Context: an optimization exercise on an open-source flow, tuned for small area and a short achievable clock period. The choices shown serve that exercise and are no tape-out recipe.
In this exercise RTL edits were held to simulation tests only and were not proved equivalent to the original.

==> design/flow/design.v <==
module display_comb(
	input wire [3:0] digit,
	output reg [7:0] segCode
);
always @(*) begin
	case (digit)
		4'h0: segCode = 8'b11000000;
		4'h1: segCode = 8'b11111001;
		4'h2: segCode = 8'b10100100;
		4'h3: segCode = 8'b10110000;
		4'h4: segCode = 8'b10011001;
		4'h5: segCode = 8'b10010010;
		4'h6: segCode = 8'b10000010;
		4'h7: segCode = 8'b11111000;
		4'h8: segCode = 8'b10000000;
		4'h9: segCode = 8'b10010000;
		default: segCode = 8'b11111111;
	endcase
end
endmodule
module scoreConverter(
	input wire [13:0] score,
	output wire [3:0] ones,
	output wire [3:0] tens,
	output wire [3:0] hundreds,
	output wire [3:0] thousands
);
function [3:0] add3;
	input [3:0] d;
	case (d)
		4'd5: add3 = 4'd8;
		4'd6: add3 = 4'd9;
		4'd7: add3 = 4'd10;
		4'd8: add3 = 4'd11;
		4'd9: add3 = 4'd12;
		4'd10: add3 = 4'd13;
		4'd11: add3 = 4'd14;
		4'd12: add3 = 4'd15;
		4'd13: add3 = 4'd0;
		4'd14: add3 = 4'd1;
		4'd15: add3 = 4'd2;
		default: add3 = d;
	endcase
endfunction
reg [17:0] bcd;
integer i;
always @(*) begin
	bcd = 18'd0;
	for (i = 13; i >= 0; i = i - 1) begin
		bcd[3:0] = add3(bcd[3:0]);
		bcd[7:4] = add3(bcd[7:4]);
		bcd[11:8] = add3(bcd[11:8]);
		bcd[15:12] = add3(bcd[15:12]);
		bcd = {bcd[16:0], score[i]};
	end
end
assign ones = bcd[3:0];
assign tens = bcd[7:4];
assign hundreds = bcd[11:8];
reg [3:0] th10;
always @(*) begin
	case (bcd[15:12])
		4'd0: th10 = 4'd10;
		4'd1: th10 = 4'd11;
		4'd2: th10 = 4'd12;
		4'd3: th10 = 4'd13;
		4'd4: th10 = 4'd14;
		4'd5: th10 = 4'd15;
		4'd6: th10 = 4'd0;
		4'd7: th10 = 4'd1;
		4'd8: th10 = 4'd2;
		default: th10 = 4'd3;
	endcase
end
assign thousands = bcd[16] ? th10 : bcd[15:12];
endmodule
module vga640x480(
	input wire clk,
	input wire reset,
	output wire [3:0] pcol,
	output wire [3:0] prow,
	input wire pMouse,
	input wire pCat,
	input wire pGoal,
	input wire GameOver,
	output reg hsync,
	output reg vsync,
	output wire [2:0] red,
	output wire [2:0] green,
	output wire [1:0] blue
);
reg [4:0] hcol;
reg [5:0] hsub;
reg [3:0] vrow;
reg [5:0] vsub;
function [15:0] map_row;
	input [3:0] r;
	case (r)
		4'd0:  map_row = 16'b1111111111111111;
		4'd1:  map_row = 16'b1000000110000011;
		4'd2:  map_row = 16'b1100110000110001;
		4'd3:  map_row = 16'b1001100000011101;
		4'd4:  map_row = 16'b1000001011000001;
		4'd5:  map_row = 16'b1010100000010101;
		4'd6:  map_row = 16'b1000101001010001;
		4'd7:  map_row = 16'b1010100000010101;
		4'd8:  map_row = 16'b1000001101000001;
		4'd9:  map_row = 16'b1011100000011101;
		4'd10: map_row = 16'b1000100000110001;
		4'd11: map_row = 16'b1100000110000011;
		default: map_row = 16'b1111111111111111;
	endcase
endfunction
function [5:0] inc6;
	input [5:0] a;
	inc6 = a ^ {&a[4:0], &a[3:0], &a[2:0], &a[1:0], a[0], 1'b1};
endfunction
wire hsub_end = (hsub == 6'd39);
wire line_end = (hcol == 5'd16) & (hsub == 6'd15);    
wire vsub_end = (vsub == 6'd39);
wire frame_end = (vrow == 4'd13);                       
wire [5:0] nhsub = hsub_end ? 6'd0 : inc6(hsub);
wire [4:0] nhcol = ~hsub_end ? hcol : (hcol == 5'd19) ? 5'd0 : hcol ^ {&hcol[3:0], &hcol[2:0], &hcol[1:0], hcol[0], 1'b1};
wire [5:0] nvsub = ~line_end ? vsub : (frame_end | vsub_end) ? 6'd0 : inc6(vsub);
wire [3:0] nvrow = ~line_end ? vrow : frame_end ? 4'd0 : vsub_end ? vrow ^ {&vrow[2:0], &vrow[1:0], vrow[0], 1'b1} : vrow;
wire nhsync = ~(((nhcol == 5'd16) & (nhsub[5] | nhsub[4])) | (nhcol == 5'd17) |
                ((nhcol == 5'd18) & ~nhsub[5]));
wire nvsync = ~((nvrow == 4'd0) & (nvsub[5:1] == 5'd0));
wire nvsub_ge31 = nvsub[5] | (&nvsub[4:0]);
wire nvact = ~((nvrow == 4'd0) & ~nvsub_ge31) & ~((nvrow == 4'd12) & nvsub_ge31) & (nvrow != 4'd13);
wire nhact = ~nhcol[4];
wire [3:0] ncol = nhcol[3:0];
assign pcol = ncol;
assign prow = nvrow;
wire [15:0] nmrow = map_row(nvrow);
wire nwallpix = nmrow[ncol];
reg r, g, b;
always @(*) begin
	r = 1'b0;
	g = 1'b0;
	b = 1'b0;
	if (nvact & nhact) begin
		if (pMouse) begin
			g = 1'b1;
		end else if (pCat) begin
			r = 1'b1;
		end else if (pGoal) begin
			r = 1'b1;
			g = 1'b1;
		end else if (!nwallpix) begin
			r = 1'b1;
			g = ~GameOver;
			b = ~GameOver;
		end else begin
			b = 1'b1;
		end
	end
end
reg red1, green1, blue1;
always @(posedge clk or posedge reset) begin
	if (reset) begin
		hcol <= 5'd16;
		hsub <= 6'd16;
		vrow <= 4'd0;
		vsub <= 6'd0;
		hsync <= 1'b0;
		vsync <= 1'b0;
		red1 <= 1'b0;
		green1 <= 1'b0;
		blue1 <= 1'b0;
	end else begin
		hcol <= nhcol;
		hsub <= nhsub;
		vrow <= nvrow;
		vsub <= nvsub;
		hsync <= nhsync;
		vsync <= nvsync;
		red1 <= r;
		green1 <= g;
		blue1 <= b;
	end
end
assign red = {3{red1}};
assign green = {3{green1}};
assign blue = {2{blue1}};
endmodule
module step_slots(
	input wire clk,
	input wire reset,
	input wire [5:0] cc,
	output wire mslot,
	output wire cslot,
	output reg [3:0] r15,
	output reg [3:0] r12,
	output wire rwall
);
reg [6:0] b2;
reg [1:0] d3_0;
reg [1:0] d3_1;
reg [1:0] d3_2;
reg [1:0] d3_3;
reg [2:0] d5_0;
reg [2:0] d5_1;
reg [2:0] d5_2;
reg [2:0] d7_0;
reg [2:0] d7_1;
reg [3:0] d11_0;
reg [3:0] d11_1;
reg [3:0] q13;
wire q13_fb = ~(q13[3] ^ q13[2]) ^ (q13 == 4'd2);
reg [4:0] q17;
wire q17_fb = ~(q17[4] ^ q17[0]) ^ (q17 == 5'd7);
reg [4:0] q19;
wire q19_fb = ~(q19[4] ^ q19[1]) ^ (q19 == 5'd9);
reg [4:0] q23;
wire q23_fb = ~(q23[4] ^ q23[2]) ^ (q23 == 5'd12);
reg [4:0] q29;
wire q29_fb = ~(q29[4] ^ q29[2]) ^ (q29 == 5'd5);
reg [4:0] q31;
wire q31_fb = ~(q31[4] ^ q31[2]);
reg [5:0] q37;
wire q37_fb = ~(q37[5] ^ q37[4]) ^ (q37 == 6'd16);
reg [5:0] q41;
wire q41_fb = ~(q41[5] ^ q41[4]) ^ (q41 == 6'd58);
reg [5:0] q43;
wire q43_fb = ~(q43[5] ^ q43[0]) ^ (q43 == 6'd29);
reg [5:0] q47;
wire q47_fb = ~(q47[5] ^ q47[4]) ^ (q47 == 6'd6);
reg [5:0] q53;
wire q53_fb = ~(q53[5] ^ q53[0]) ^ (q53 == 6'd23);
reg [5:0] q59;
wire q59_fb = ~(q59[5] ^ q59[0]) ^ (q59 == 6'd36);
reg [5:0] q61;
wire q61_fb = ~(q61[5] ^ q61[0]) ^ (q61 == 6'd10);
reg [6:0] q67;
wire q67_fb = ~(q67[6] ^ q67[5]) ^ (q67 == 7'd123);
reg [6:0] q71;
wire q71_fb = ~(q71[6] ^ q71[4]) ^ (q71 == 7'd71);
reg [6:0] q73;
wire q73_fb = ~(q73[6] ^ q73[1]) ^ (q73 == 7'd23);
reg [6:0] q79;
wire q79_fb = ~(q79[6] ^ q79[3]) ^ (q79 == 7'd58);
reg [6:0] q83;
wire q83_fb = ~(q83[6] ^ q83[3]) ^ (q83 == 7'd38);
reg [6:0] q89;
wire q89_fb = ~(q89[6] ^ q89[5]) ^ (q89 == 7'd89);
reg [6:0] q97;
wire q97_fb = ~(q97[6] ^ q97[3]) ^ (q97 == 7'd126);
reg [6:0] q101;
wire q101_fb = ~(q101[6] ^ q101[2]) ^ (q101 == 7'd96);
reg [6:0] q103;
wire q103_fb = ~(q103[6] ^ q103[0]) ^ (q103 == 7'd59);
reg [6:0] q107;
wire q107_fb = ~(q107[6] ^ q107[0]) ^ (q107 == 7'd99);
reg [6:0] q109;
wire q109_fb = ~(q109[6] ^ q109[2]) ^ (q109 == 7'd105);
reg [6:0] q113;
wire q113_fb = ~(q113[6] ^ q113[0]) ^ (q113 == 7'd60);
reg [6:0] q127;
wire q127_fb = ~(q127[6] ^ q127[2]);
function [1:0] next3;
	input [1:0] d;
	case (d)
		2'd0: next3 = 2'd1;
		2'd1: next3 = 2'd2;
		2'd2: next3 = 2'd0;
		default: next3 = 2'd0;
	endcase
endfunction
function [2:0] next5;
	input [2:0] d;
	case (d)
		3'd0: next5 = 3'd1;
		3'd1: next5 = 3'd2;
		3'd2: next5 = 3'd3;
		3'd3: next5 = 3'd4;
		3'd4: next5 = 3'd0;
		default: next5 = 3'd0;
	endcase
endfunction
function [2:0] next7;
	input [2:0] d;
	case (d)
		3'd0: next7 = 3'd1;
		3'd1: next7 = 3'd2;
		3'd2: next7 = 3'd3;
		3'd3: next7 = 3'd4;
		3'd4: next7 = 3'd5;
		3'd5: next7 = 3'd6;
		3'd6: next7 = 3'd0;
		default: next7 = 3'd0;
	endcase
endfunction
function [3:0] next11;
	input [3:0] d;
	case (d)
		4'd0: next11 = 4'd1;
		4'd1: next11 = 4'd2;
		4'd2: next11 = 4'd3;
		4'd3: next11 = 4'd4;
		4'd4: next11 = 4'd5;
		4'd5: next11 = 4'd6;
		4'd6: next11 = 4'd7;
		4'd7: next11 = 4'd8;
		4'd8: next11 = 4'd9;
		4'd9: next11 = 4'd10;
		4'd10: next11 = 4'd0;
		default: next11 = 4'd0;
	endcase
endfunction
wire wrap = (b2 == 7'd127) & (d3_0 == 2'd1) & (d3_1 == 2'd2) & (d3_2 == 2'd1) & (d3_3 == 2'd0) & (d5_0 == 3'd1) & (d5_1 == 3'd3) & (d5_2 == 3'd3) & (d7_0 == 3'd0) & (d7_1 == 3'd4) & (d11_0 == 4'd7) & (d11_1 == 4'd10) & (q13 == 4'd1);
always @(posedge clk or posedge reset) begin
	if (reset) begin
		b2 <= 7'd0;
		d3_0 <= 2'd0;
		d3_1 <= 2'd0;
		d3_2 <= 2'd0;
		d3_3 <= 2'd0;
		d5_0 <= 3'd0;
		d5_1 <= 3'd0;
		d5_2 <= 3'd0;
		d7_0 <= 3'd0;
		d7_1 <= 3'd0;
		d11_0 <= 4'd0;
		d11_1 <= 4'd0;
		q13 <= 4'd2;
		q17 <= 5'd0;
		q19 <= 5'd9;
		q23 <= 5'd12;
		q29 <= 5'd5;
		q31 <= 5'd0;
		q37 <= 6'd16;
		q41 <= 6'd58;
		q43 <= 6'd8;
		q47 <= 6'd22;
		q53 <= 6'd23;
		q59 <= 6'd36;
		q61 <= 6'd33;
		q67 <= 7'd0;
		q71 <= 7'd71;
		q73 <= 7'd23;
		q79 <= 7'd58;
		q83 <= 7'd38;
		q89 <= 7'd0;
		q97 <= 7'd0;
		q101 <= 7'd49;
		q103 <= 7'd59;
		q107 <= 7'd99;
		q109 <= 7'd105;
		q113 <= 7'd60;
		q127 <= 7'd16;
	end else begin
		b2 <= b2 ^ {&b2[5:0], &b2[4:0], &b2[3:0], &b2[2:0], &b2[1:0], b2[0], 1'b1};
		d3_0 <= next3(d3_0) ^ ({2{wrap}} & 2'd2);
		d3_1 <= (((d3_0 == 2'd2)) ? next3(d3_1) : d3_1) ^ ({2{wrap}} & 2'd2);
		d3_2 <= (((d3_0 == 2'd2) & (d3_1 == 2'd2)) ? next3(d3_2) : d3_2) ^ ({2{wrap}} & 2'd1);
		d3_3 <= (((d3_0 == 2'd2) & (d3_1 == 2'd2) & (d3_2 == 2'd2)) ? next3(d3_3) : d3_3);
		d5_0 <= next5(d5_0) ^ ({3{wrap}} & 3'd2);
		d5_1 <= (((d5_0 == 3'd4)) ? next5(d5_1) : d5_1) ^ ({3{wrap}} & 3'd3);
		d5_2 <= (((d5_0 == 3'd4) & (d5_1 == 3'd4)) ? next5(d5_2) : d5_2) ^ ({3{wrap}} & 3'd3);
		d7_0 <= next7(d7_0) ^ ({3{wrap}} & 3'd1);
		d7_1 <= (((d7_0 == 3'd6)) ? next7(d7_1) : d7_1) ^ ({3{wrap}} & 3'd4);
		d11_0 <= next11(d11_0) ^ ({4{wrap}} & 4'd8);
		d11_1 <= (((d11_0 == 4'd10)) ? next11(d11_1) : d11_1) ^ ({4{wrap}} & 4'd10);
		q13 <= {q13[2:0], q13_fb} ^ ({4{wrap}} & 4'd1);
		q17 <= {q17[3:0], q17_fb} ^ ({5{wrap}} & 5'd2);
		q19 <= {q19[3:0], q19_fb} ^ ({5{wrap}} & 5'd28);
		q23 <= {q23[3:0], q23_fb} ^ ({5{wrap}} & 5'd21);
		q29 <= {q29[3:0], q29_fb} ^ ({5{wrap}} & 5'd10);
		q31 <= {q31[3:0], q31_fb} ^ ({5{wrap}} & 5'd4);
		q37 <= {q37[4:0], q37_fb} ^ ({6{wrap}} & 6'd38);
		q41 <= {q41[4:0], q41_fb} ^ ({6{wrap}} & 6'd21);
		q43 <= {q43[4:0], q43_fb} ^ ({6{wrap}} & 6'd2);
		q47 <= {q47[4:0], q47_fb} ^ ({6{wrap}} & 6'd8);
		q53 <= {q53[4:0], q53_fb} ^ ({6{wrap}} & 6'd1);
		q59 <= {q59[4:0], q59_fb} ^ ({6{wrap}} & 6'd20);
		q61 <= {q61[4:0], q61_fb} ^ ({6{wrap}} & 6'd2);
		q67 <= {q67[5:0], q67_fb} ^ ({7{wrap}} & 7'd64);
		q71 <= {q71[5:0], q71_fb} ^ ({7{wrap}} & 7'd10);
		q73 <= {q73[5:0], q73_fb} ^ ({7{wrap}} & 7'd36);
		q79 <= {q79[5:0], q79_fb} ^ ({7{wrap}} & 7'd3);
		q83 <= {q83[5:0], q83_fb} ^ ({7{wrap}} & 7'd68);
		q89 <= {q89[5:0], q89_fb} ^ ({7{wrap}} & 7'd1);
		q97 <= {q97[5:0], q97_fb} ^ ({7{wrap}} & 7'd80);
		q101 <= {q101[5:0], q101_fb} ^ ({7{wrap}} & 7'd8);
		q103 <= {q103[5:0], q103_fb} ^ ({7{wrap}} & 7'd8);
		q107 <= {q107[5:0], q107_fb} ^ ({7{wrap}} & 7'd5);
		q109 <= {q109[5:0], q109_fb} ^ ({7{wrap}} & 7'd20);
		q113 <= {q113[5:0], q113_fb} ^ ({7{wrap}} & 7'd8);
		q127 <= {q127[5:0], q127_fb} ^ ({7{wrap}} & 7'd4);
	end
end
assign mslot = (~((cc == 6'd1) | (cc == 6'd3) | (cc == 6'd5) | (cc == 6'd7) | (cc == 6'd9) | (cc == 6'd11) | (cc == 6'd13) | (cc == 6'd15) | (cc == 6'd17) | (cc == 6'd19) | (cc == 6'd21) | (cc == 6'd23) | (cc == 6'd25) | (cc == 6'd27) | (cc == 6'd29) | (cc == 6'd31) | (cc == 6'd33) | (cc == 6'd35) | (cc == 6'd37) | (cc == 6'd39) | (cc == 6'd41) | (cc == 6'd43) | (cc == 6'd45) | (cc == 6'd47) | (cc == 6'd49) | (cc == 6'd51) | (cc == 6'd53) | (cc == 6'd55) | (cc == 6'd57) | (cc == 6'd59) | (cc == 6'd61) | (cc == 6'd63)) | (b2[0:0] == 1'd0)) &
	(~((cc == 6'd3) | (cc == 6'd7) | (cc == 6'd11) | (cc == 6'd15) | (cc == 6'd19) | (cc == 6'd23) | (cc == 6'd27) | (cc == 6'd31) | (cc == 6'd35) | (cc == 6'd39) | (cc == 6'd43) | (cc == 6'd47) | (cc == 6'd51) | (cc == 6'd55) | (cc == 6'd59) | (cc == 6'd63)) | (b2[1:0] == 2'd0)) &
	(~((cc == 6'd7) | (cc == 6'd15) | (cc == 6'd23) | (cc == 6'd31) | (cc == 6'd39) | (cc == 6'd47) | (cc == 6'd55) | (cc == 6'd63)) | (b2[2:0] == 3'd0)) &
	(~((cc == 6'd15) | (cc == 6'd31) | (cc == 6'd47) | (cc == 6'd63)) | (b2[3:0] == 4'd0)) &
	(~((cc == 6'd31) | (cc == 6'd63)) | (b2[4:0] == 5'd0)) &
	(~((cc == 6'd63)) | (b2[5:0] == 6'd0)) &
	(~((cc == 6'd63)) | (b2[6:0] == 7'd0)) &
	(~((cc == 6'd1) | (cc == 6'd4) | (cc == 6'd7) | (cc == 6'd10) | (cc == 6'd13) | (cc == 6'd16) | (cc == 6'd19) | (cc == 6'd22) | (cc == 6'd25) | (cc == 6'd28) | (cc == 6'd31) | (cc == 6'd34) | (cc == 6'd37) | (cc == 6'd40) | (cc == 6'd43) | (cc == 6'd46) | (cc == 6'd49) | (cc == 6'd52) | (cc == 6'd55) | (cc == 6'd58) | (cc == 6'd61)) | ((d3_0 == 2'd0))) &
	(~((cc == 6'd7) | (cc == 6'd16) | (cc == 6'd25) | (cc == 6'd34) | (cc == 6'd43) | (cc == 6'd52) | (cc == 6'd61)) | ((d3_0 == 2'd0) & (d3_1 == 2'd0))) &
	(~((cc == 6'd16) | (cc == 6'd43)) | ((d3_0 == 2'd0) & (d3_1 == 2'd0) & (d3_2 == 2'd0))) &
	(~((cc == 6'd16)) | ((d3_0 == 2'd0) & (d3_1 == 2'd0) & (d3_2 == 2'd0) & (d3_3 == 2'd0))) &
	(~((cc == 6'd0) | (cc == 6'd5) | (cc == 6'd10) | (cc == 6'd15) | (cc == 6'd20) | (cc == 6'd25) | (cc == 6'd30) | (cc == 6'd35) | (cc == 6'd40) | (cc == 6'd45) | (cc == 6'd50) | (cc == 6'd55) | (cc == 6'd60)) | ((d5_0 == 3'd0))) &
	(~((cc == 6'd10) | (cc == 6'd35) | (cc == 6'd60)) | ((d5_0 == 3'd0) & (d5_1 == 3'd0))) &
	(~((cc == 6'd60)) | ((d5_0 == 3'd0) & (d5_1 == 3'd0) & (d5_2 == 3'd0))) &
	(~((cc == 6'd5) | (cc == 6'd12) | (cc == 6'd19) | (cc == 6'd26) | (cc == 6'd33) | (cc == 6'd40) | (cc == 6'd47) | (cc == 6'd54) | (cc == 6'd61)) | ((d7_0 == 3'd0))) &
	(~((cc == 6'd33)) | ((d7_0 == 3'd0) & (d7_1 == 3'd0))) &
	(~((cc == 6'd1) | (cc == 6'd12) | (cc == 6'd23) | (cc == 6'd34) | (cc == 6'd45) | (cc == 6'd56)) | ((d11_0 == 4'd0))) &
	(~((cc == 6'd56)) | ((d11_0 == 4'd0) & (d11_1 == 4'd0))) &
	(~((cc == 6'd0) | (cc == 6'd13) | (cc == 6'd26) | (cc == 6'd39) | (cc == 6'd52)) | (q13 == 4'd2)) &
	(~((cc == 6'd3) | (cc == 6'd20) | (cc == 6'd37) | (cc == 6'd54)) | (q17 == 5'd0)) &
	(~((cc == 6'd11) | (cc == 6'd30) | (cc == 6'd49)) | (q19 == 5'd9)) &
	(~((cc == 6'd4) | (cc == 6'd27) | (cc == 6'd50)) | (q23 == 5'd12)) &
	(~((cc == 6'd22) | (cc == 6'd51)) | (q29 == 5'd5)) &
	(~((cc == 6'd28) | (cc == 6'd59)) | (q31 == 5'd0)) &
	(~((cc == 6'd9) | (cc == 6'd46)) | (q37 == 6'd16)) &
	(~((cc == 6'd17) | (cc == 6'd58)) | (q41 == 6'd58)) &
	(~((cc == 6'd21)) | (q43 == 6'd8)) &
	(~((cc == 6'd29)) | (q47 == 6'd22)) &
	(~((cc == 6'd41)) | (q53 == 6'd23)) &
	(~((cc == 6'd53)) | (q59 == 6'd36)) &
	(~((cc == 6'd57)) | (q61 == 6'd33)) &
	(~((cc == 6'd2)) | (q67 == 7'd0)) &
	(~((cc == 6'd6)) | (q71 == 7'd71)) &
	(~((cc == 6'd8)) | (q73 == 7'd23)) &
	(~((cc == 6'd14)) | (q79 == 7'd58)) &
	(~((cc == 6'd18)) | (q83 == 7'd38)) &
	(~((cc == 6'd24)) | (q89 == 7'd0)) &
	(~((cc == 6'd32)) | (q97 == 7'd0)) &
	(~((cc == 6'd36)) | (q101 == 7'd49)) &
	(~((cc == 6'd38)) | (q103 == 7'd59)) &
	(~((cc == 6'd42)) | (q107 == 7'd99)) &
	(~((cc == 6'd44)) | (q109 == 7'd105)) &
	(~((cc == 6'd48)) | (q113 == 7'd60)) &
	(~((cc == 6'd62)) | (q127 == 7'd16));
assign cslot = (~((cc == 6'd1) | (cc == 6'd3) | (cc == 6'd5) | (cc == 6'd7) | (cc == 6'd9) | (cc == 6'd11) | (cc == 6'd13) | (cc == 6'd15) | (cc == 6'd17) | (cc == 6'd19) | (cc == 6'd21) | (cc == 6'd23) | (cc == 6'd25) | (cc == 6'd27) | (cc == 6'd29) | (cc == 6'd31) | (cc == 6'd33) | (cc == 6'd35) | (cc == 6'd37) | (cc == 6'd39) | (cc == 6'd41) | (cc == 6'd43) | (cc == 6'd45) | (cc == 6'd47) | (cc == 6'd49) | (cc == 6'd51) | (cc == 6'd53) | (cc == 6'd55) | (cc == 6'd57) | (cc == 6'd59) | (cc == 6'd61) | (cc == 6'd63)) | (b2[0:0] == 1'd0)) &
	(~((cc == 6'd1) | (cc == 6'd5) | (cc == 6'd9) | (cc == 6'd13) | (cc == 6'd17) | (cc == 6'd21) | (cc == 6'd25) | (cc == 6'd29) | (cc == 6'd33) | (cc == 6'd37) | (cc == 6'd41) | (cc == 6'd45) | (cc == 6'd49) | (cc == 6'd53) | (cc == 6'd57) | (cc == 6'd61)) | (b2[1:0] == 2'd0)) &
	(~((cc == 6'd1) | (cc == 6'd9) | (cc == 6'd17) | (cc == 6'd25) | (cc == 6'd33) | (cc == 6'd41) | (cc == 6'd49) | (cc == 6'd57)) | (b2[2:0] == 3'd0)) &
	(~((cc == 6'd1) | (cc == 6'd17) | (cc == 6'd33) | (cc == 6'd49)) | (b2[3:0] == 4'd0)) &
	(~((cc == 6'd1) | (cc == 6'd33)) | (b2[4:0] == 5'd0)) &
	(~((cc == 6'd1)) | (b2[5:0] == 6'd0)) &
	(~((cc == 6'd2) | (cc == 6'd5) | (cc == 6'd8) | (cc == 6'd11) | (cc == 6'd14) | (cc == 6'd17) | (cc == 6'd20) | (cc == 6'd23) | (cc == 6'd26) | (cc == 6'd29) | (cc == 6'd32) | (cc == 6'd35) | (cc == 6'd38) | (cc == 6'd41) | (cc == 6'd44) | (cc == 6'd47) | (cc == 6'd50) | (cc == 6'd53) | (cc == 6'd56) | (cc == 6'd59) | (cc == 6'd62)) | ((d3_0 == 2'd0))) &
	(~((cc == 6'd2) | (cc == 6'd11) | (cc == 6'd20) | (cc == 6'd29) | (cc == 6'd38) | (cc == 6'd47) | (cc == 6'd56)) | ((d3_0 == 2'd0) & (d3_1 == 2'd0))) &
	(~((cc == 6'd11) | (cc == 6'd38)) | ((d3_0 == 2'd0) & (d3_1 == 2'd0) & (d3_2 == 2'd0))) &
	(~((cc == 6'd0) | (cc == 6'd5) | (cc == 6'd10) | (cc == 6'd15) | (cc == 6'd20) | (cc == 6'd25) | (cc == 6'd30) | (cc == 6'd35) | (cc == 6'd40) | (cc == 6'd45) | (cc == 6'd50) | (cc == 6'd55) | (cc == 6'd60)) | ((d5_0 == 3'd0))) &
	(~((cc == 6'd15) | (cc == 6'd40)) | ((d5_0 == 3'd0) & (d5_1 == 3'd0))) &
	(~((cc == 6'd2) | (cc == 6'd9) | (cc == 6'd16) | (cc == 6'd23) | (cc == 6'd30) | (cc == 6'd37) | (cc == 6'd44) | (cc == 6'd51) | (cc == 6'd58)) | ((d7_0 == 3'd0))) &
	(~((cc == 6'd16)) | ((d7_0 == 3'd0) & (d7_1 == 3'd0))) &
	(~((cc == 6'd10) | (cc == 6'd21) | (cc == 6'd32) | (cc == 6'd43) | (cc == 6'd54)) | ((d11_0 == 4'd0))) &
	(~((cc == 6'd0) | (cc == 6'd13) | (cc == 6'd26) | (cc == 6'd39) | (cc == 6'd52)) | (q13 == 4'd2)) &
	(~((cc == 6'd14) | (cc == 6'd31) | (cc == 6'd48)) | (q17 == 5'd0)) &
	(~((cc == 6'd8) | (cc == 6'd27) | (cc == 6'd46)) | (q19 == 5'd9)) &
	(~((cc == 6'd19) | (cc == 6'd42)) | (q23 == 5'd12)) &
	(~((cc == 6'd7) | (cc == 6'd36)) | (q29 == 5'd5)) &
	(~((cc == 6'd3) | (cc == 6'd34)) | (q31 == 5'd0)) &
	(~((cc == 6'd28)) | (q37 == 6'd16)) &
	(~((cc == 6'd24)) | (q41 == 6'd58)) &
	(~((cc == 6'd22)) | (q43 == 6'd8)) &
	(~((cc == 6'd18)) | (q47 == 6'd22)) &
	(~((cc == 6'd12)) | (q53 == 6'd23)) &
	(~((cc == 6'd6)) | (q59 == 6'd36)) &
	(~((cc == 6'd4)) | (q61 == 6'd33));
always @(*) begin
	case ({d3_0, d5_0})
		{2'd0, 3'd0}: r15 = 4'd0;
		{2'd0, 3'd1}: r15 = 4'd6;
		{2'd0, 3'd2}: r15 = 4'd12;
		{2'd0, 3'd3}: r15 = 4'd3;
		{2'd0, 3'd4}: r15 = 4'd9;
		{2'd1, 3'd0}: r15 = 4'd10;
		{2'd1, 3'd1}: r15 = 4'd1;
		{2'd1, 3'd2}: r15 = 4'd7;
		{2'd1, 3'd3}: r15 = 4'd13;
		{2'd1, 3'd4}: r15 = 4'd4;
		{2'd2, 3'd0}: r15 = 4'd5;
		{2'd2, 3'd1}: r15 = 4'd11;
		{2'd2, 3'd2}: r15 = 4'd2;
		{2'd2, 3'd3}: r15 = 4'd8;
		{2'd2, 3'd4}: r15 = 4'd14;
		default: r15 = 4'd0;
	endcase
	case ({d3_0, b2[1:0]})
		{2'd0, 2'd0}: r12 = 4'd0;
		{2'd0, 2'd1}: r12 = 4'd9;
		{2'd0, 2'd2}: r12 = 4'd6;
		{2'd0, 2'd3}: r12 = 4'd3;
		{2'd1, 2'd0}: r12 = 4'd4;
		{2'd1, 2'd1}: r12 = 4'd1;
		{2'd1, 2'd2}: r12 = 4'd10;
		{2'd1, 2'd3}: r12 = 4'd7;
		{2'd2, 2'd0}: r12 = 4'd8;
		{2'd2, 2'd1}: r12 = 4'd5;
		{2'd2, 2'd2}: r12 = 4'd2;
		{2'd2, 2'd3}: r12 = 4'd11;
		default: r12 = 4'd0;
	endcase
end
wallr rwalls(.d3(d3_0), .d5(d5_0), .b4(b2[1:0]), .w(rwall));
endmodule
module walls4(
	input wire [3:0] x,
	input wire [3:0] y,
	output wire wU,
	output wire wR,
	output wire wD,
	output wire wL
);
assign wU = ~((x[0] & ~x[1] & ~x[3] & y[2]) | (~x[0] & x[3] & y[0] & y[2]) | (~x[0] & x[1] & x[3] & ~y[0]) | (x[0] & ~x[3] & ~y[1] & y[3]) | (~x[1] & x[3] & y[0] & y[1] & ~y[2]) | (x[1] & ~x[3] & y[0] & y[1] & ~y[2]) | (x[0] & ~x[3] & y[1] & y[2]) | (~x[0] & x[1] & x[3] & y[3]) | (~x[1] & ~x[2] & y[1] & y[3]) | (~x[0] & x[2] & ~y[0] & y[1] & ~y[3]) | (~x[1] & ~x[2] & ~y[0] & y[2]) | (x[1] & x[2] & y[1] & y[3]) | (x[1] & ~x[2] & ~y[0] & ~y[2] & ~y[3]) | (x[0] & x[3] & ~y[0] & ~y[2] & ~y[3]) | (~x[2] & ~x[3] & y[0] & y[1]) | (~x[2] & ~x[3] & y[0] & y[2]) | (x[0] & x[2] & ~y[0] & ~y[1] & ~y[3]) | (~x[0] & x[2] & x[3] & ~y[1] & y[3]));
assign wR = ~((~x[0] & ~x[1] & ~y[2]) | (x[0] & x[2] & ~x[3] & y[0]) | (x[0] & x[3] & ~y[1]) | (~x[0] & ~x[3] & ~y[0]) | (~x[1] & ~x[2] & x[3] & y[0]) | (~x[1] & ~x[2] & ~x[3] & ~y[0]) | (~x[2] & y[0] & y[1] & y[3]) | (x[1] & ~x[2] & ~y[0] & ~y[1]) | (x[1] & x[2] & ~x[3] & y[1] & ~y[3]) | (~x[2] & ~y[1] & ~y[2] & ~y[3]) | (~x[1] & x[2] & x[3] & ~y[0] & y[2]) | (x[0] & x[3] & ~y[0] & y[3]) | (~x[0] & ~x[3] & y[2]) | (x[0] & x[1] & x[2] & y[1]) | (~x[0] & ~x[3] & ~y[1] & y[3]) | (x[0] & x[2] & y[0] & ~y[3]));
assign wD = (y[0] & y[1] & y[3]) | (x[0] & x[3] & y[2]) | (~x[0] & ~x[3] & y[2]) | (x[1] & x[3] & ~y[1] & ~y[2] & ~y[3]) | (~x[1] & x[2] & ~x[3] & y[0] & ~y[1] & ~y[2]) | (x[0] & x[3] & ~y[0] & ~y[1]) | (~x[0] & ~x[3] & ~y[0] & ~y[1]) | (x[1] & ~x[2] & ~y[0] & ~y[2] & ~y[3]) | (x[1] & ~x[3] & y[0] & y[1] & ~y[2]) | (~x[1] & ~x[3] & y[1] & y[3]) | (x[0] & x[1] & x[2] & y[1] & y[3]) | (~x[0] & ~x[1] & x[2] & ~y[1] & y[3]) | (x[1] & x[2] & x[3] & y[1] & y[3]) | (~x[0] & ~x[1] & ~x[2] & y[1] & y[3]) | (x[0] & ~x[2] & x[3] & y[0] & y[1]) | (x[1] & ~x[2] & ~x[3] & ~y[1] & y[3]) | (~x[1] & ~x[2] & x[3] & y[0] & y[1] & y[2]) | (~x[0] & x[2] & x[3] & ~y[0] & ~y[2] & ~y[3]);
assign wL = ~((x[1] & ~x[2] & ~x[3] & ~y[0]) | (~x[0] & ~x[2] & x[3] & y[0]) | (x[1] & x[2] & ~x[3] & y[0]) | (x[0] & x[3] & ~y[0]) | (~x[1] & x[2] & ~y[0] & ~y[1]) | (x[2] & ~y[1] & ~y[2] & ~y[3]) | (x[0] & x[1] & ~x[2] & ~y[2]) | (x[2] & y[0] & y[1] & y[3]) | (x[1] & x[2] & x[3] & ~y[0]) | (~x[1] & ~x[2] & x[3] & y[1] & ~y[3]) | (x[0] & x[1] & y[1] & ~y[2]) | (x[1] & x[3] & y[1] & ~y[2]) | (x[0] & x[3] & y[2]) | (~x[1] & x[3] & ~y[1] & y[3]) | (~x[0] & ~x[1] & ~x[2] & y[3]));
endmodule
module wallr(
	input wire [1:0] d3,
	input wire [2:0] d5,
	input wire [1:0] b4,
	output wire w
);
assign w = (~d3[0] & ~d3[1] & ~d5[1] & ~b4[0]) | (~d3[1] & ~d5[0] & d5[1] & ~b4[1]) | (d5[0] & d5[1] & b4[0] & b4[1]) | (d3[1] & ~d5[1] & ~b4[0] & b4[1]) | (~d3[0] & ~d3[1] & ~d5[0] & ~d5[2] & b4[0]) | (d3[0] & d5[2] & b4[1]) | (~d3[0] & ~d3[1] & d5[1] & ~b4[1]) | (d3[1] & d5[2] & b4[1]) | (~d5[0] & d5[1] & b4[0] & ~b4[1]) | (d3[0] & d5[0] & ~d5[1] & b4[0] & ~b4[1]) | (d3[1] & d5[0] & d5[1] & ~b4[0] & ~b4[1]) | (d3[1] & d5[0] & ~d5[1] & b4[0] & ~b4[1]);
endmodule
module Location(
	input wire rightBtn,
	input wire leftBtn,
	input wire upBtn,
	input wire downBtn,
	input wire crightBtn,
	input wire cleftBtn,
	input wire cupBtn,
	input wire cdownBtn,
	input wire clock,
	input wire reset,
	output wire [3:0] CatX,
	output wire [3:0] CatY,
	output wire [3:0] MouseX,
	output wire [3:0] MouseY,
	output wire [3:0] GoalX,
	output wire [3:0] GoalY,
	output wire [13:0] Score,
	output wire GameOver,
	input wire [3:0] pcol,
	input wire [3:0] prow,
	output wire pMouse,
	output wire pCat,
	output wire pGoal,
	output wire nGameOver
);
reg [3:0] mx, my, cx, cy, gx, gy;
reg [13:0] sc;
reg go;
reg [5:0] cc;
wire mslot, cslot;
wire [3:0] r15, r12;
wire rwall;
step_slots steps(
	.clk(clock),
	.reset(reset),
	.cc(cc),
	.mslot(mslot),
	.cslot(cslot),
	.r15(r15),
	.r12(r12),
	.rwall(rwall)
);
function [3:0] inc4;
	input [3:0] a;
	inc4 = a ^ {&a[2:0], &a[1:0], a[0], 1'b1};
endfunction
function [3:0] dec4;
	input [3:0] a;
	dec4 = a ^ {~|a[2:0], ~|a[1:0], ~a[0], 1'b1};
endfunction
function [13:0] add14;
	input [13:0] a;
	input [13:0] b;
	integer i;
	reg c;
	begin
		c = 1'b0;
		for (i = 0; i < 14; i = i + 1) begin
			add14[i] = a[i] ^ b[i] ^ c;
			c = (a[i] & b[i]) | (c & (a[i] ^ b[i]));
		end
	end
endfunction
function [13:0] dec14;
	input [13:0] a;
	integer i;
	reg b;
	begin
		b = 1'b1;
		for (i = 0; i < 14; i = i + 1) begin
			dec14[i] = a[i] ^ b;
			b = b & ~a[i];
		end
	end
endfunction
function [13:0] bonus;
	input [3:0] x;
	input [3:0] y;
	bonus = add14(add14(14'd50, {10'd0, x}), {10'd0, y});
endfunction
wire mact = mslot & ~go;
wire [3:0] myU = dec4(my), myD = inc4(my), mxR = inc4(mx), mxL = dec4(mx);
wire mwU, mwR, mwD, mwL;
walls4 mwalls(.x(mx), .y(my), .wU(mwU), .wR(mwR), .wD(mwD), .wL(mwL));
wire mokU = ~mwU, mokR = ~mwR, mokD = ~mwD, mokL = ~mwL;
wire mbtn = upBtn | rightBtn | downBtn | leftBtn;
wire mgoU = mact & upBtn & mokU;
wire mgoR = mact & ~upBtn & rightBtn & mokR;
wire mgoD = mact & ~upBtn & ~rightBtn & downBtn & mokD;
wire mgoL = mact & ~upBtn & ~rightBtn & ~downBtn & leftBtn & mokL;
wire mstx = ~(mgoR | mgoL);
wire msty = ~(mgoU | mgoD);
wire [3:0] mxn = mgoR ? mxR : (mgoL ? mxL : mx);
wire [3:0] myn = mgoU ? myU : (mgoD ? myD : my);
wire cact = cslot & ~go;
wire [3:0] cyU = dec4(cy), cyD = inc4(cy), cxR = inc4(cx), cxL = dec4(cx);
wire cwU, cwR, cwD, cwL;
walls4 cwalls(.x(cx), .y(cy), .wU(cwU), .wR(cwR), .wD(cwD), .wL(cwL));
wire cokU = ~cwU, cokR = ~cwR, cokD = ~cwD, cokL = ~cwL;
wire cgoU = cact & cupBtn & cokU;
wire cgoR = cact & ~cupBtn & crightBtn & cokR;
wire cgoD = cact & ~cupBtn & ~crightBtn & cdownBtn & cokD;
wire cgoL = cact & ~cupBtn & ~crightBtn & ~cdownBtn & cleftBtn & cokL;
wire cstx = ~(cgoR | cgoL);
wire csty = ~(cgoU | cgoD);
wire [3:0] cxn = cgoR ? cxR : (cgoL ? cxL : cx);
wire [3:0] cyn = cgoU ? cyU : (cgoD ? cyD : cy);
function [4:0] diff;
	input [3:0] a;
	input [3:0] b;
	integer i;
	reg c;
	begin
		c = 1'b1;
		for (i = 0; i < 4; i = i + 1) begin
			diff[i] = a[i] ^ ~b[i] ^ c;
			c = (a[i] & ~b[i]) | (c & (a[i] ^ ~b[i]));
		end
		diff[4] = ~c;
	end
endfunction
wire [4:0] dmcx = diff(mx, cx), dmcy = diff(my, cy);
wire eqx = (((mstx & cstx) | (mgoR & cgoR) | (mgoL & cgoL)) & (dmcx == 5'd0)) |
           (((mstx & cgoR) | (mgoL & cstx)) & (dmcx == 5'd1)) |
           (((mstx & cgoL) | (mgoR & cstx)) & (dmcx == 5'd31)) |
           (mgoL & cgoR & (dmcx == 5'd2)) | (mgoR & cgoL & (dmcx == 5'd30));
wire eqy = (((msty & csty) | (mgoD & cgoD) | (mgoU & cgoU)) & (dmcy == 5'd0)) |
           (((msty & cgoD) | (mgoU & csty)) & (dmcy == 5'd1)) |
           (((msty & cgoU) | (mgoD & csty)) & (dmcy == 5'd31)) |
           (mgoU & cgoD & (dmcy == 5'd2)) | (mgoD & cgoU & (dmcy == 5'd30));
wire caught = cact & eqx & eqy;
wire [4:0] dcgx = diff(cx, gx), dcgy = diff(cy, gy);
wire cg0x = (dcgx == 5'd0), cgpx = (dcgx == 5'd1), cgmx = (dcgx == 5'd31);
wire cg0y = (dcgy == 5'd0), cgpy = (dcgy == 5'd1), cgmy = (dcgy == 5'd31);
wire nearx = (cstx & (cg0x | cgpx | cgmx)) | (cgoR & (cg0x | cgmx | (dcgx == 5'd30))) |
             (cgoL & (cg0x | cgpx | (dcgx == 5'd2)));
wire neary = (csty & (cg0y | cgpy | cgmy)) | (cgoD & (cg0y | cgmy | (dcgy == 5'd30))) |
             (cgoU & (cg0y | cgpy | (dcgy == 5'd2)));
wire near = nearx & neary;
wire [4:0] dmgx = diff(mx, gx), dmgy = diff(my, gy), dmrx = diff(mx, r15), dmry = diff(my, r12);
wire eatgx = (mstx & (dmgx == 5'd0)) | (mgoR & (dmgx == 5'd31)) | (mgoL & (dmgx == 5'd1));
wire eatgy = (msty & (dmgy == 5'd0)) | (mgoD & (dmgy == 5'd31)) | (mgoU & (dmgy == 5'd1));
wire eatrx = (mstx & (dmrx == 5'd0)) | (mgoR & (dmrx == 5'd31)) | (mgoL & (dmrx == 5'd1));
wire eatry = (msty & (dmry == 5'd0)) | (mgoD & (dmry == 5'd31)) | (mgoU & (dmry == 5'd1));
wire eatg = eatgx & eatgy, eatr = eatrx & eatry;
wire eat = near ? eatr : eatg;
wire dec = mact & (|sc) & (mbtn | (sc == 14'd1));
wire [13:0] scm1 = dec14(sc);
wire [13:0] addg = add14(sc, bonus(gx, gy));
wire [13:0] addr = add14(sc, bonus(r15, r12));
wire [13:0] addg1 = dec14(addg);
wire [13:0] addr1 = dec14(addr);
wire [13:0] scd = dec ? scm1 : sc;
wire [13:0] sc2 = near ? (eatr ? (dec ? addr1 : addr) : scd) : (eatg ? (dec ? addg1 : addg) : scd);
reg gw;
wire gwall = gw;
wire gmove = near | eatg | gwall;
always @(posedge clock or posedge reset) begin
	if (reset) begin
		mx <= 4'd5;
		my <= 4'd3;
		cx <= 4'd9;
		cy <= 4'd11;
		gx <= 4'd14;
		gy <= 4'd10;
		sc <= 14'd0;
		go <= 1'b0;
		gw <= 1'b0;
		cc <= 6'd0;
	end else begin
		mx <= mxn;
		my <= myn;
		cx <= cxn;
		cy <= cyn;
		if (gmove) begin
			gx <= r15;
			gw <= rwall;
			gy <= r12;
		end
		sc <= sc2;
		go <= go | caught;
		if (eat) cc <= cc ^ {&cc[4:0], &cc[3:0], &cc[2:0], &cc[1:0], cc[0], 1'b1};
	end
end
assign CatX = cx;
assign CatY = cy;
assign MouseX = mx;
assign MouseY = my;
assign GoalX = gx;
assign GoalY = gy;
assign Score = sc;
assign GameOver = go;
wire [4:0] dpmx = diff(pcol, mx), dpmy = diff(prow, my), dpcx = diff(pcol, cx), dpcy = diff(prow, cy);
assign pMouse = ((mstx & (dpmx == 5'd0)) | (mgoR & (dpmx == 5'd1)) | (mgoL & (dpmx == 5'd31))) &
                ((msty & (dpmy == 5'd0)) | (mgoD & (dpmy == 5'd1)) | (mgoU & (dpmy == 5'd31)));
assign pCat = ((cstx & (dpcx == 5'd0)) | (cgoR & (dpcx == 5'd1)) | (cgoL & (dpcx == 5'd31))) &
              ((csty & (dpcy == 5'd0)) | (cgoD & (dpcy == 5'd1)) | (cgoU & (dpcy == 5'd31)));
assign pGoal = gmove ? ((pcol == r15) & (prow == r12)) : ((pcol == gx) & (prow == gy));
assign nGameOver = go | caught;
endmodule
module top_fsm(
	input clk,
	input reset,
	input rightBtn,
	input leftBtn,
	input upBtn,
	input downBtn,
	input crightBtn,
	input cleftBtn,
	input cupBtn,
	input cdownBtn,
	output reg [7:0] segCode,
	output wire [3:0] an,
	output wire [2:0] red,
	output wire [2:0] green,
	output wire [1:0] blue,
	output wire hsync,
	output wire vsync,
	output wire [3:0] catX,
	output wire [3:0] catY,
	output wire [3:0] mouseX,
	output wire [3:0] mouseY,
	output wire [3:0] goalX,
	output wire [3:0] goalY,
	output wire [13:0] score,
	output wire gameOver
);
wire [3:0] pcol, prow;
wire pMouse, pCat, pGoal, nGameOver;
Location locate(
	.rightBtn(rightBtn),
	.leftBtn(leftBtn),
	.upBtn(upBtn),
	.downBtn(downBtn),
	.crightBtn(crightBtn),
	.cleftBtn(cleftBtn),
	.cupBtn(cupBtn),
	.cdownBtn(cdownBtn),
	.clock(clk),
	.reset(reset),
	.CatX(catX),
	.CatY(catY),
	.MouseX(mouseX),
	.MouseY(mouseY),
	.GoalX(goalX),
	.GoalY(goalY),
	.Score(score),
	.GameOver(gameOver),
	.pcol(pcol),
	.prow(prow),
	.pMouse(pMouse),
	.pCat(pCat),
	.pGoal(pGoal),
	.nGameOver(nGameOver)
);
wire [3:0] ones, tens, hundreds, thousands;
scoreConverter converter(
	.score(score),
	.ones(ones),
	.tens(tens),
	.hundreds(hundreds),
	.thousands(thousands)
);
vga640x480 drawScreen(
	.clk(clk),
	.reset(reset),
	.pcol(pcol),
	.prow(prow),
	.pMouse(pMouse),
	.pCat(pCat),
	.pGoal(pGoal),
	.GameOver(nGameOver),
	.hsync(hsync),
	.vsync(vsync),
	.red(red),
	.green(green),
	.blue(blue)
);
reg [1:0] count;
always @(posedge clk or posedge reset) begin
	if (reset)
		count <= 2'b00;
	else
		count <= {count[1] ^ count[0], ~count[0]};
end
reg [3:0] digit;
always @(*) begin
	case (count)
		2'd0: digit = ones;
		2'd1: digit = tens;
		2'd2: digit = hundreds;
		default: digit = thousands;
	endcase
end
wire [7:0] seg;
display_comb decode(
	.digit(digit),
	.segCode(seg)
);
reg [1:0] shown;
always @(posedge clk) begin
	segCode <= seg;
	shown <= count;
end
assign an = (shown == 2'd0) ? 4'b1110 :
            (shown == 2'd1) ? 4'b1101 :
            (shown == 2'd2) ? 4'b1011 : 4'b0111;
endmodule
==> design/flow/flow/run.sh <==
#!/bin/bash
# The standard layout (standard.sh), with these changes in how it is
# made, not in what it is held to:
# - synthesis leaves adders as plain gates for ABC (no full/half-adder cell
#   extraction) and maps the logic with flow/abc_area.script, an
#   area-oriented ABC script; registers are mapped before ABC, so they are as
#   in the standard synthesis; the rest of the flow uses ORFS's own scripts;
# - the ports are buffered with a plain buffer instead of ORFS's default
#   pick, a delay cell (every port still gets its own buffer);
# - ORFS's timing repair aims for 69.9 ns of setup slack at the design's
#   90 ns clock, so that it speeds up the paths that set the achieved period.
set -euo pipefail
export BUFFER_PORTS_ARGS="-buffer_cell sky130_fd_sc_hd__buf_2"
export SETUP_SLACK_MARGIN=69.9
rm -rf synth_scripts
cp -r "$FLOW_HOME/scripts" synth_scripts
cp flow/abc_area.script synth_scripts/abc_area.script
ADDER_MAP_FILE= SCRIPTS_DIR="$PWD/synth_scripts" bash standard.sh synth > synth.log 2>&1
bash standard.sh > standard.log 2>&1
==> design/flow/flow/abc_area.script <==
strash
dc2
strash
dch -f
amap
mfs2 -W 4 -M 5000
strash
dch -f
amap
topo
stime -c
==> design/flow/standard.sh <==
#!/bin/bash
# synth_recipe.tcl (not shown) runs the flow's synth.tcl, then flattens the netlist and writes it again
# the make line also repeats each setting of config.mk as NAME=value (left out here)
make -C /OpenROAD-flow-scripts/flow DESIGN_CONFIG=/design/flow/config.mk WORK_HOME=/design/flow/orfs CLKGATE_MAP_FILE= SYNTH_SCRIPT=/design/flow/synth_recipe.tcl "${@:-finish}"
==> design/flow/config.mk <==
export PLATFORM = sky130hd
export DESIGN_NAME = top_fsm
export DESIGN_NICKNAME = top_fsm
export VERILOG_FILES = /design/flow/design.v
export SDC_FILE = /design/flow/constraint.sdc
export NUM_CORES = 4
export LEC_CHECK = 0
export ABC_AREA = 1
export CAP_MARGIN = 20
export CORE_MARGIN = 2
export CORE_UTILIZATION = 72
export CTS_CLUSTER_DIAMETER = 100
export CTS_CLUSTER_SIZE = 30
export SLEW_MARGIN = 20
==> design/flow/constraint.sdc <==
create_clock -name core_clock -period 90.0 [get_ports {clk}]
set_input_delay 18.0000 -clock core_clock [delete_from_list [all_inputs] [get_ports {clk}]]
set_output_delay 18.0000 -clock core_clock [all_outputs]
set_load 0.01 [all_outputs]
==> results.txt, run 1 <==
asr flop ratio synth 0.968; All-Layer GR Usage 0.431; synthesized area per cell 7.47 sq um; skew final 28.7 ps; WP data required 90,420 ps; slew margin rel. 0.269; # IOs 71; vias in the first global route 17,700; gp weighted congestion 1.04; post-DR wirelength/cell 20.6 microns; Cell Rows 56; Critical path buffers and inverters 4; antenna viol nets, final 0; Yosys Warn Count 6; final wirelength 56,300 microns; TritonCTS Buffers 15; DR vias 19,300; min-delay worst type reg2reg; largest net degree at the start of global routing 189; top_reg_cell synth dfrtp_1; most common cell after layout, fill and taps aside nor2_1; fin nets 2,420; most frequent CP cell nor2_1; initial drt markers 3,221; Util after Layout 0.818; port buffer count 69; die area 0.0249 sq mm; status timing/DRC/antenna clean; Core ar. 0.0233 sq mm; cell count after synthesis 2,282; Pins Over Slew Limit 0; first-pass GRT wire length 86,700 microns; Hold Violations, Final 0; Initial Util 0.730; Max FO, Critical Path 7; synth unique cells 57; CP cell instances buf_8 -> or3_4 -> nor3_4 -> clkinv_2 -> nor2_1 -> a32oi_1 -> nand4b_1 -> o41ai_2 -> o211ai_1 -> buf_4 -> nand2_4 -> nor2_4 -> clkinv_4 -> o22ai_4 -> or2_1 -> nor2_1 -> nor2_1; Crit. End Element register; clk buf depth 3; clk sinks 283; Worst setup SP type input pin; register bit total from synthesis 283; CTS tree done; worst-margin pin slew 1090 ps; Post-synth EDFFs 0; die height 158 microns; H-tree Lvls 1; Cell Area, Synth 0.0170 sq mm; # fillers 1,472; Max Cap Violations 0; via/cell ratio 7.05; initial antenna violation count 1; Residual DRC 0; CTS Root Buffer Type clkbuf_16; Slowest cell on crit path or3_4; CP peak stage delay 400 ps; GR Overflow Total 0; Crit path max-delay family simple AND/OR/NAND/NOR gates; Die Wd 158 microns; Max Fclk 49.4 MHz; CP Data Arrival Time 20,670 ps; final non-filler cell total 2,737; drt pass-1 iters 9; period utilisation layout 0.225; DP HPWL 37,500 microns; fin crit period 20,250 ps; setup TNS 0 ps; Area growth syn-to-layout 12.0%; placed cell count 2,674; syn nets 2,292; Final Setup Violations 0; latest clock arrival within the worst-skew pair 520 ps; RSZ-0062 raised after global routing true; critical path class in2reg; CTS clk-pin slew, worst paths 120 ps; most frequent cells in the layout 493 x nor2_1, 239 x clkinv_1, 215 x nand2_1; register area share after synthesis 0.419; layout cell share with drive strength beyond 1 0.120
## cells by family (layout without fill, tap and decap cells)
family,after synthesis,after routing,share of synthesized area
compound gates,694,694,0.254
xor+xnor,2,2,0.00103
buf+inv,260,395,0.0593
flops,283,283,0.419
other cells,1,2,0.000220
simple gates,1042,1042,0.267
## synth_stat cells (all sizes together), types with 3 or more instances
library cell / count / area (sq um)
buf: 9 / 67.6
clkinv: 251 / 942
a31oi: 21 / 131
dfrtp: 198 / 4950
dfxtp: 9 / 180
a221oi: 3 / 26.3
o21a: 27 / 203
a22oi: 30 / 225
a32oi: 7 / 61.3
o221ai: 17 / 149
a222oi: 3 / 30.0
o31ai: 10 / 75.1
a2111oi: 15 / 131
o22ai: 85 / 532
nor2b: 19 / 119
and2: 7 / 43.8
o32ai: 17 / 149
or4: 9 / 67.6
nor3b: 3 / 22.5
o22a: 13 / 114
and3: 15 / 93.8
nand3: 38 / 190
or2: 20 / 125
nor4: 42 / 263
or3: 6 / 37.5
o21bai: 3 / 22.5
a21o: 6 / 45.0
o211ai: 9 / 67.6
o32a: 3 / 30.0
dfstp: 76 / 2000
o311ai: 8 / 70.1
nor3: 108 / 541
a31o: 6 / 52.6
a211oi: 22 / 165
o2111ai: 8 / 70.1
nor4b: 6 / 52.6
nand4b: 3 / 26.3
nor2: 507 / 1900
a21oi: 151 / 756
o21ai: 214 / 1070
nand4: 32 / 200
nand2: 223 / 837
## stage by stage
| stage | cell area, sq um | hold WS (ps) | setup WS, ps |
|---|---|---|---|
| after detailed placement | 18100 | 357 | 69060 |
| after global placement | 18100 | 355 | 69170 |
| after global routing | 19100 | 379 | 69660 |
| after CTS | 18600 | 372 | 69850 |
| after floorplan | 17300 | 347 | 69670 |
| final | 19100 | 368 | 69750 |
## timing repair
item	4_1_cts	5_1_grt
resized for setup	7	54
endpoints found under the hold margin	0	0
cloned	0	1
pin swaps	9	32
hold buffers	0	0
endpoints found under the setup margin	20	31
setup buffers	11	26
## worst reg2reg max path, delay by kind of cell (launching register included)
| family | cells | cell delay, ps |
|---|---|---|
| buffers and inverters | 11 | 1760 |
| AOI/OAI and AO/OA | 22 | 5410 |
| DFF | 1 | 520 |
| and+or+nand+nor | 17 | 2550 |
## per-layer routing
| metal | track usage | vias up | part of all wire |
|---|---|---|---|
| met1 | 0.561 | 8752 | 0.36 |
| met5 | 0.00828 | - | 0 |
| met2 | 0.692 | 1642 | 0.45 |
| li1 | - | 8463 | - |
| met3 | 0.0810 | 448 | 0.12 |
| met4 | 0.213 | 0 | 0.064 |
## flip-flops by register name, indices dropped and copies added, names as in the netlist, 7 cells and up
signal,count
locate.sc,14
locate.steps.b2,7
locate.steps.q101,7
locate.steps.q103,7
locate.steps.q107,7
locate.steps.q109,7
locate.steps.q113,7
locate.steps.q127,7
locate.steps.q67,7
locate.steps.q71,7
locate.steps.q73,7
locate.steps.q79,7
locate.steps.q83,7
locate.steps.q89,7
locate.steps.q97,7
segCode,7
## cell type report
| cell class | instances | area [sq um] | area share |
|---|---|---|---|
| clock inverters | 5 | 95.1 | 0.00498 |
| diodes | 1 | 2.50 | 0.000131 |
| multi-input cells | 1739 | 9320 | 0.488 |
| flip-flops and latches | 283 | 7130 | 0.374 |
| repair inverters | 1 | 5.00 | 0.000262 |
| repair buffers | 119 | 767 | 0.0402 |
| inverters | 251 | 983 | 0.0515 |
| well taps | 319 | 399 | 0.0209 |
| clock buffers | 19 | 390 | 0.0204 |
## worst paths after layout
check / from / to / slack [ps] / depth (start not counted)
min reg2reg: locate.steps.q71[1] / locate.steps.q71[2] / 370 / 0
max reg2reg: locate.sc[13] / segCode[5] / 79600 / 50
min: locate.steps.q71[1] / locate.steps.q71[2] / 370 / 0
min in group asynchronous: reset / locate.steps.q127[6] / 17690 / 2
max: upBtn / drawScreen.red1 / 69750 / 17
max in group asynchronous: reset / locate.steps.q73[5] / 70960 / 3
==> run 2, diff against run 1 <==
--- a/design/flow/flow/run.sh
+++ b/design/flow/flow/run.sh
@@ -9,3 +9,3 @@
 #   pick, a delay cell (every port still gets its own buffer);
-# - ORFS's timing repair aims for 69.9 ns of setup slack at the design's
+# - ORFS's timing repair aims for 69.3 ns of setup slack at the design's
 #   90 ns clock, so that it speeds up the paths that set the achieved period.
@@ -13,3 +13,3 @@
 export BUFFER_PORTS_ARGS="-buffer_cell sky130_fd_sc_hd__buf_2"
-export SETUP_SLACK_MARGIN=69.9
+export SETUP_SLACK_MARGIN=69.3
 rm -rf synth_scripts
--- a/design/flow/config.mk
+++ b/design/flow/config.mk
@@ -11,4 +11,4 @@
 export CORE_UTILIZATION = 72
-export CTS_CLUSTER_DIAMETER = 100
-export CTS_CLUSTER_SIZE = 30
+export CTS_CLUSTER_DIAMETER = 80
+export CTS_CLUSTER_SIZE = 25
 export SLEW_MARGIN = 20
==> results.txt, run 2 <==
Post-synth top cells 507 x nor2_1, 251 x clkinv_1, 223 x nand2_1; layout cell share with drive strength beyond 1 0.0927 (-0.0273); CTS Root Buffer Type clkbuf_16; most common cell after layout, fill and taps aside nor2_1; Worst Hold Margin 356 ps (-11.6 ps); Post-synth EDFFs 0 (unchanged); CTS tree done; worst-margin pin slew 1070 ps (-16.7 ps); post-DR wirelength/cell 20.4 microns (-0.83%); setup TNS 0 ps (unchanged); die height 158 microns (unchanged); asr flop ratio synth 0.968 (unchanged); largest net degree at the start of global routing 194 (+2.6%); Die Wd 158 microns (unchanged); final wirelength 55,400 microns (-1.7%); count leader, synth nor2_1; All-Layer GR Usage 0.436 (+0.00520); # IOs 71 (unchanged); clk sinks 283 (unchanged); Hold Violations, Final 0 (unchanged); top post-synthesis cells by area dfrtp_1 29%, dfstp_2 12%, nor2_1 11%; max FFs per register 14 (unchanged); Initial Util 0.730 (unchanged); synth unique cells 57 (unchanged); status timing/DRC/antenna clean; Cell Rows 56 (unchanged); syn nets 2,292 (unchanged); CP Data Arrival Time 20,960 ps (+290 ps); Yosys Warn Count 6 (unchanged); initial drt markers 3,017 (-6.3%); cell count after synthesis 2,282 (unchanged); TritonCTS Buffers 17 (+2); period utilisation layout 0.228 (+0.00308); DP HPWL 37,800 microns (+0.83%); RSZ-0062 raised after global routing true; clk buf depth 3 (unchanged); gp weighted congestion 1.05 (+1.1%); largest reg by FF count locate.sc; Max FO, Critical Path 8 (+1); GR Overflow Total 0 (unchanged); skew final 34.1 ps (+5.38 ps); Residual DRC 0 (unchanged); Cell Area, Synth 0.0170 sq mm (unchanged); synthesized area per cell 7.47 sq um (unchanged); DR vias 18,700 (-3.0%); register bit total from synthesis 283 (unchanged); fin crit period 20,530 ps (+277 ps); latest clock arrival within the worst-skew pair 530 ps (about the same); slew margin rel. 0.276 (+0.00695); Pins Over Slew Limit 0 (unchanged); Max Cap Violations 0 (unchanged); Area growth syn-to-layout 9.35%; Crit. End Element register; top_reg_cell synth dfrtp_1; Final Setup Violations 0 (unchanged); CTS clk-pin slew, worst paths 100 ps (-20 ps); port buffer count 69 (unchanged); H-tree Lvls 1 (unchanged); via/cell ratio 6.90 (-2.1%); initial antenna violation count 0 (-1); die area 0.0249 sq mm (unchanged); first-pass GRT wire length 86,600 microns (about the same); antenna cells 0 (-1); critical path class in2reg; most frequent cells in the layout 499 x nor2_1, 244 x clkinv_1, 222 x nand2_1; Worst setup SP type input pin; WP data required 90,430 ps (about the same); Max Fclk 48.7 MHz (-1.4%); vias in the first global route 17,100 (-3.3%); min-delay worst type reg2reg; register area share after synthesis 0.419 (unchanged); fin nets 2,395 (-1.0%); post-synth top area share 0.291 (unchanged); Core ar. 0.0233 sq mm (unchanged); leading area contributor after synthesis dfrtp_1; drt pass-1 iters 13 (+4); antenna viol nets, final 0 (unchanged)
run 2: critical path: stages:
cell and delay [ps]:
buf_2 90, clkinv_1 70, a2111oi_1 370, o221ai_1 240, nor3_4 340, buf_4 180
nand3_1 80, o21ai_0 220, o211ai_1 120, buf_4 190, nor2_2 240, nor2_4 80
clkinv_2 130, nand2_1 130, nor3_2 200, nand2_1 100, a22oi_1 180
run 2: through the flow:
step	instance area, sq um	utilization	cells	setup slack, ps
2_1_floorplan	17100	-	2282	69330
3_3_place_gp	17800	0.764	2671	68510
3_5_place_dp	17800	0.764	2671	68350
4_1_cts	18500	0.791	2702	69300
5_1_grt	18600	0.799	2714	69120
6_report	18600	0.799	2714	69470
run 2: cell families (layout without fill, tap and decap cells):
| logic type | count (synthesis) | in the layout | share of synthesized area |
|---|---|---|---|
| AOI/OAI and AO/OA | 694 | 694 | 0.254 |
| xor gates and xnor gates | 2 | 2 | 0.00103 |
| buffers and inverters | 260 | 373 | 0.0593 |
| DFF | 283 | 283 | 0.419 |
| other | 1 | 1 | 0.000220 |
| and+or+nand+nor | 1042 | 1042 | 0.267 |
run 2: worst paths after layout:
check	startpoint	endpoint	slack (ps)	cells after the start
setup reg to reg	locate.sc[13]	segCode[3]	78700	52
min in group asynchronous	reset	locate.steps.q89[5]	17460	2
setup / recovery	downBtn	locate.cc[5]	69470	17
max in group asynchronous	reset	locate.steps.q79[2]	70570	4
hold / removal	locate.steps.q109[5]	locate.steps.q109[6]	360	0
hold reg to reg	locate.steps.q109[5]	locate.steps.q109[6]	360	0
run 2: layout make-up:
type	instances	area [sq um]
flip-flops and latches	283	7130
repair buffers	93	546
clock inverters	8	131
inverters	251	962
fillers	1530	4700
multi-input cells	1739	9020
well taps	319	399
clock buffers	21	440
run 2: timing repair:
item                       CTS  global route
gates cloned                 0             0
pin swaps                    1             7
hold buffers                 0             0
buffers inserted             2            11
gates resized for setup     10            18
setup endpoints to repair   18            18
run 2: routing by layer:
metal | wire (microns) | vias up | GRT usage
met4 | 2750 | 0 | 0.177
met1 | 20100 | 8563 | 0.572
met2 | 25200 | 1400 | 0.688
met3 | 7270 | 349 | 0.119
met5 | 0 | - | 0
li1 | - | 8422 | -
==> run 3, diff against run 2 <==
--- a/design/flow/flow/run.sh
+++ b/design/flow/flow/run.sh
@@ -9,3 +9,3 @@
 #   pick, a delay cell (every port still gets its own buffer);
-# - ORFS's timing repair aims for 69.3 ns of setup slack at the design's
+# - ORFS's timing repair aims for 69.0 ns of setup slack at the design's
 #   90 ns clock, so that it speeds up the paths that set the achieved period.
@@ -13,3 +13,3 @@
 export BUFFER_PORTS_ARGS="-buffer_cell sky130_fd_sc_hd__buf_2"
-export SETUP_SLACK_MARGIN=69.3
+export SETUP_SLACK_MARGIN=69.0
 rm -rf synth_scripts
==> results.txt, run 3 <==
min-delay worst type reg2reg; most frequent cells in the layout 504 x nor2_1, 245 x clkinv_1, 223 x nand2_1; Max FO, Critical Path 8 (unchanged); antenna viol nets, final 0 (unchanged); Max Cap Violations 0 (unchanged); synthesized area per cell 7.47 sq um (unchanged); Hold Violations, Final 0 (unchanged); final wirelength 54,400 microns (-1.7%); post-synth top area share 0.291 (unchanged); drt pass-1 iters 14 (+1); latest clock arrival within the worst-skew pair 540 ps (about the same); Pins Over Slew Limit 0 (unchanged); count leader, synth nor2_1; Max Fclk 48.2 MHz (-1.1%); Worst setup SP type input pin; CTS clk-pin slew, worst paths 110 ps (about the same); Cell Rows 56 (unchanged); Final Setup Violations 0 (unchanged); post-DR wirelength/cell 20.1 microns (-1.6%); CP Data Arrival Time 21,210 ps (+250 ps); syn nets 2,292 (unchanged); compound-cell area share of the yosys netlist 0.254 (unchanged); Residual DRC 0 (unchanged); Initial Util 0.730 (unchanged); post-synthesis simple-gate area fraction 0.267 (unchanged); skew final 30.9 ps (-3.20 ps); placed cell count 2,673 (+0.075%); Post-synth EDFFs 0 (unchanged); Post-synth top cells 507 x nor2_1, 251 x clkinv_1, 223 x nand2_1; All-Layer GR Usage 0.429 (-0.00708); DP HPWL 38,000 microns (+0.46%); Util after Layout 0.796 (-0.00295); setup TNS 0 ps (unchanged); TritonCTS Buffers 18 (+1); port buffer count 69 (unchanged); die area 0.0249 sq mm (unchanged); most common cell after layout, fill and taps aside nor2_1; worst-margin pin slew 1030 ps (-40.5 ps); top post-synthesis cells by area dfrtp_1 29%, dfstp_2 12%, nor2_1 11%; final non-filler cell total 2,711 (-0.11%); die height 158 microns (unchanged); Die Wd 158 microns (unchanged); XOR/XNOR Fraction of Synth Area 0.00103 (unchanged); clk sinks 283 (unchanged); # fillers 1,566 (+2.4%); Crit. End Element register; critical path class in2reg; initial antenna violation count 0 (unchanged); mux share of post-synthesis cell area 0 (unchanged); # IOs 71 (unchanged); H-tree Lvls 1 (unchanged); fin crit period 20,760 ps (+233 ps); Synth Area in Adders 0 (unchanged); register bit total from synthesis 283 (unchanged); cell count after synthesis 2,282 (unchanged); footprint of the multi-input gates 0.00897 sq mm (-0.58%); layout cell share with drive strength beyond 1 0.0865 (-0.00615); CTS Root Buffer Type clkbuf_16; CTS tree done; period utilisation layout 0.231 (+0.00259); DR vias 18,800 (+0.34%); Core ar. 0.0233 sq mm (unchanged); GR Overflow Total 0 (unchanged); status timing/DRC/antenna clean; WP data required 90,450 ps (+20 ps); clk buf depth 3 (unchanged); leading area contributor after synthesis dfrtp_1
## run 3: cell counts after synthesis
No cell type changed its count.
## run 3: critical path: stages
cell	delay, ps
buf_2	120
or3_1	480
nor3_4	270
clkinv_2	180
o32ai_1	320
a21oi_1	120
a21oi_1	290
clkinv_1	260
nor2_4	190
nor2_1	150
inv_2	180
nand2_1	130
nor3_2	210
nand2_1	110
a22oi_1	180
## run 3: per-stage QoR
| step | hold WS (ps) | area [sq um] | worst slack (ps) |
|---|---|---|---|
| 4_1_cts | 370 | 18500 | 69020 |
| 3_3_place_gp | 350 | 17800 | 68260 |
| 6_report | 364 | 18600 | 69240 |
| 3_5_place_dp | 352 | 17800 | 68110 |
| 2_1_floorplan | 347 | 17100 | 69100 |
| 5_1_grt | 370 | 18600 | 68970 |
## run 3: layout make-up
type / instances / area share
clock buffer: 25 / 0.0274
clock inverter: 7 / 0.00593
inverter: 251 / 0.0518
multi-input combinational: 1739 / 0.483
sequential: 283 / 0.384
tap: 319 / 0.0215
timing repair buffer: 87 / 0.0261
## run 3: cell families after synthesis
| group | after synthesis |
|---|---|
| compound gates | 694 |
| xor+xnor | 2 |
| buf+inv | 260 |
| flops | 283 |
| other cells | 1 |
| simple gates | 1042 |
## run 3: final timing paths
kind / start / depth (start not counted) / slack [ps] / to
hold reg to reg: locate.steps.q71[1] / 0 / 360 / locate.steps.q71[2]
setup / recovery: rightBtn / 15 / 69240 / locate.cc[5]
hold / removal: locate.steps.q71[1] / 0 / 360 / locate.steps.q71[2]
max in group asynchronous: reset / 3 / 70990 / locate.cx[1]
setup reg to reg: locate.sc[13] / 50 / 79820 / segCode[5]
min in group asynchronous: reset / 2 / 17700 / locate.steps.q97[6]
## run 3: what timing repair did
item                       4_1_cts  5_1_grt
pin swaps                        0        4
setup endpoints to repair        8       22
setup buffers                    0        6
resized for setup                9        9
hold buffers                     0        0
## run 3: routing by layer
metal  wire length, microns  up-vias  global-route usage  part of all wire
li1                       -     8422                   -                 -
met1                  20200     8598               0.549              0.37
met2                  24600     1431               0.686              0.45
met3                   6570      347               0.100              0.12
met4                   2980        0               0.216             0.055
met5                      0        -                   0                 0

## static timing again, ports no longer ideal
Ports are ideal in the flow. The routed layouts listed here were re-timed in OpenROAD.
Step 1 sets driving cells, clkbuf_16 on the clock port and buf_2 on the other inputs (assumed; they add their load-dependent delay and slew).
Step 2 times the ports against the registers' clock, not the clock port: input delays grow and output delays shrink by t, the midpoint of the rising clock arrivals with the driver on.
Slacks: ideal / step 1 / step 2; pairs: ideal / step 1.
run	t, ns	setup slack, ns	worst setup path at the end	clock arrival spread, ns
run 1	0.555	69.747 / 69.755 / 69.200	input to register	0.030 / 0.029
run 2	0.565	69.469 / 69.503 / 68.938	input to register	0.034 / 0.035
run 3	0.573	69.236 / 69.271 / 68.698	input to register	0.031 / 0.031
After both steps setup and hold are still met in every run listed. For run 1, which loses most, drivers alone change the setup slack by +0.008 ns; drivers and shift together by -0.547 ns.
